Source: an optimization exercise on an open RTL-to-GDS flow (aim: small area and a short achievable clock period). Production flows keep margins and buffers that such runs may drop. In this exercise RTL edits were held to simulation tests only and were not proved equivalent to the original.

job 8062:
Design fft, start of the top module:
module fft(
	input wire			clk,
	input wire			rst_n,
	input wire[16:0]	data_i0_R,
	input wire[16:0]	data_i0_I,
	input wire[16:0]	data_i1_R,
	input wire[16:0]	data_i1_I,
	output reg[16:0]	data_o0_R,
	output reg[16:0]	data_o0_I,
	output reg[16:0]	data_o1_R,
	output reg[16:0]	data_o1_I
);
For scale: about 6400 cells after synthesis, ~140 I/O pins, about 0.064 mm2 of cells after synthesis.
make LEC_CHECK=0 CAP_MARGIN=20 CORE_MARGIN=2 CORE_UTILIZATION=50 CTS_CLUSTER_DIAMETER=100 CTS_CLUSTER_SIZE=20 SETUP_SLACK_MARGIN=3.7 SLEW_MARGIN=20 finish   # period 7.5 ns
run.sh (not shown) runs the stock make flow with config.mk's settings and CLKGATE_MAP_FILE= SYNTH_SCRIPT=/design/flow/synth_recipe.tcl, a recipe that flattens the netlist after the stock synthesis.
--- input diff job 8062..job 7036 ---
# job 8062
export LEC_CHECK = 0
export CAP_MARGIN = 20
export CORE_MARGIN = 2
export CORE_UTILIZATION = 50
export CTS_CLUSTER_DIAMETER = 100
export CTS_CLUSTER_SIZE = 20
export SETUP_SLACK_MARGIN = 3.7
export SLEW_MARGIN = 20
create_clock -name core_clock -period 7.5 [get_ports {clk}]
# job 7036
export LEC_CHECK = 0
export CAP_MARGIN = 20
export CORE_MARGIN = 2
export CORE_UTILIZATION = 50
export CTS_CLUSTER_DIAMETER = 100
export CTS_CLUSTER_SIZE = 20
export SETUP_SLACK_MARGIN = 3.5
export SLEW_MARGIN = 20
create_clock -name core_clock -period 7.5 [get_ports {clk}]
## What came out
- Between job 8062 and job 7036, routed length per placed instance increased.
- Compare job 7036 and job 8062 | total setup buffers inserted after CTS higher: job 8062
- [job 7036] portion of the clock cycle consumed by the worst path in the final layout fell 0.16 points relative to job 8062
- In the flow results for job 7036 and job 8062, the global placement routability congestion is smaller on job 8062.
- Worst hold slack after final layout (job 7036 over job 8062): increase, 15 ps
- Changes observed in job 7036 relative to job 8062: count of buffering cells on the critical path with inverters included saw a decrease; sequential share of layout area saw an increase.
- The critical path startpoint comes out HV_1_R[14]$_DFF_P_ in one run and HV_1_I[12]$_DFF_P_ in the other, namely in job 7036 and job 8062 respectively.
Inputs modified between job 7036 and job 7719:
# job 7036
export LEC_CHECK = 0
export CAP_MARGIN = 20
export CORE_MARGIN = 2
export CORE_UTILIZATION = 50
export CTS_CLUSTER_DIAMETER = 100
export CTS_CLUSTER_SIZE = 20
export SETUP_SLACK_MARGIN = 3.5
export SLEW_MARGIN = 20
create_clock -name core_clock -period 7.5 [get_ports {clk}]
# job 7719
export LEC_CHECK = 0
export CAP_MARGIN = 20
export CORE_MARGIN = 2
export CORE_UTILIZATION = 50
export CTS_CLUSTER_DIAMETER = 100
export CTS_CLUSTER_SIZE = 20
export SETUP_SLACK_MARGIN = 3.5
export SLEW_MARGIN = 20
export TNS_END_PERCENT = 50
create_clock -name core_clock -period 7.5 [get_ports {clk}]
==> results.txt <==
- On wire length, job 7036 tracks job 7719 almost exactly.
- Job 7719 — required time of the critical path 40 ps lower, job 7036 as reference
- Comparing job 7036 and job 7719, post-route minimum period is higher on job 7719.
- Job 7036 and job 7719 ended up with nearly the same post-route standard cell area excluding fillers.
- From job 7036 to job 7719 the numbers moved as follows: cell count closely matched the old numbers, worst slack on hold paths shows no meaningful change, maximum achievable frequency fell 4.7 MHz.
- Job 7719 ended with every stage complete and zero timing, DRC or antenna violations.
#### Input delta (job 2157 over job 7719)
# job 7719
export LEC_CHECK = 0
export CAP_MARGIN = 20
export CORE_MARGIN = 2
export CORE_UTILIZATION = 50
export CTS_CLUSTER_DIAMETER = 100
export CTS_CLUSTER_SIZE = 20
export SETUP_SLACK_MARGIN = 3.5
export SLEW_MARGIN = 20
export TNS_END_PERCENT = 50
create_clock -name core_clock -period 7.5 [get_ports {clk}]
# job 2157
export LEC_CHECK = 0
export CAP_MARGIN = 20
export CORE_MARGIN = 2
export CORE_UTILIZATION = 50
export CTS_CLUSTER_DIAMETER = 100
export CTS_CLUSTER_SIZE = 20
export SETUP_SLACK_MARGIN = 3.9
export SLEW_MARGIN = 20
create_clock -name core_clock -period 7.5 [get_ports {clk}]
Results
- Job 2157: PASS, flow complete, no timing, DRC or antenna violations
- Across both runs, fmax was higher for job 2157 than for job 7719.
- Synthesis-to-finish area growth is higher on job 2157
- Total track usage ends up higher on job 2157.
- The last element of the critical path comes out QT_0_y0[9]$_DFF_P_ in one run and data_o1_I[15]$_DFF_P_ in the other, namely in job 2157 and job 7719 respectively.
- Job 2157 vs. job 7719: final area grew by 5.9%; met3 track utilization from global routing went up.
- Register share of the cell area sits lower in job 2157 than in job 7719.
--- input diff job 2157..job 9065 ---
# job 2157
export LEC_CHECK = 0
export CAP_MARGIN = 20
export CORE_MARGIN = 2
export CORE_UTILIZATION = 50
export CTS_CLUSTER_DIAMETER = 100
export CTS_CLUSTER_SIZE = 20
export SETUP_SLACK_MARGIN = 3.9
export SLEW_MARGIN = 20
create_clock -name core_clock -period 7.5 [get_ports {clk}]
# job 9065
export LEC_CHECK = 0
export CAP_MARGIN = 20
export CORE_MARGIN = 2
export CORE_UTILIZATION = 50
export CTS_CLUSTER_DIAMETER = 100
export CTS_CLUSTER_SIZE = 20
export SETUP_SLACK_MARGIN = 3.65
export SLEW_MARGIN = 20
create_clock -name core_clock -period 7.5 [get_ports {clk}]
Overall track demand over capacity in global routing ended up 1.0 points lower on job 9065 than on job 2157.
Comparing job 9065 with job 2157, the synthesized area came out essentially unchanged.
In the reports for job 2157 and job 9065, the smaller multi-input logic portion of the cell area belongs to job 9065.
Going from job 2157 to job 9065, fraction of final layout cells sized beyond drive strength 1 has decreased, buffer count excluding the clock tree in the final layout has decreased.
Job 9065 vs. job 2157: register-to-register slack climbed 20 ps, wire length on met1 down about 1%, wire length of the first global-routing pass decreased by 8.6 mm relative to the old numbers, hold slack picked up an extra 9.4 ps.

-- static timing again, ports no longer ideal --
Ports are ideal in the flow. The routed layouts listed here were re-timed in OpenROAD.
Step 1, drivers: a clkbuf_16 drives clk and a buf_2 each remaining input, both assumed.
Step 2 moves the port delays by t, midway between the first and last clock arrival at a register: inputs arrive t later, outputs are due t later. That takes back most of the time a late clock gives input paths.
Three values: ideal ports, drivers, drivers and shift; two values: the first two.
run	t, ns	setup slack, ns	worst setup path at the end
job 8062	0.800	3.403 / 3.403 / 2.915	input to register
job 7036	0.788	3.415 / 3.415 / 2.806	input to register
job 7719	0.790	3.335 / 3.335 / 2.774	input to register
job 2157	0.798	3.495 / 3.495 / 3.089	input to register
job 9065	0.801	3.520 / 3.520 / 2.903	input to register
After both steps setup and hold are still met in every run listed. The setup slack of job 9065, which loses most, moves by 0.000 ns with the drivers and by -0.617 ns with both steps.
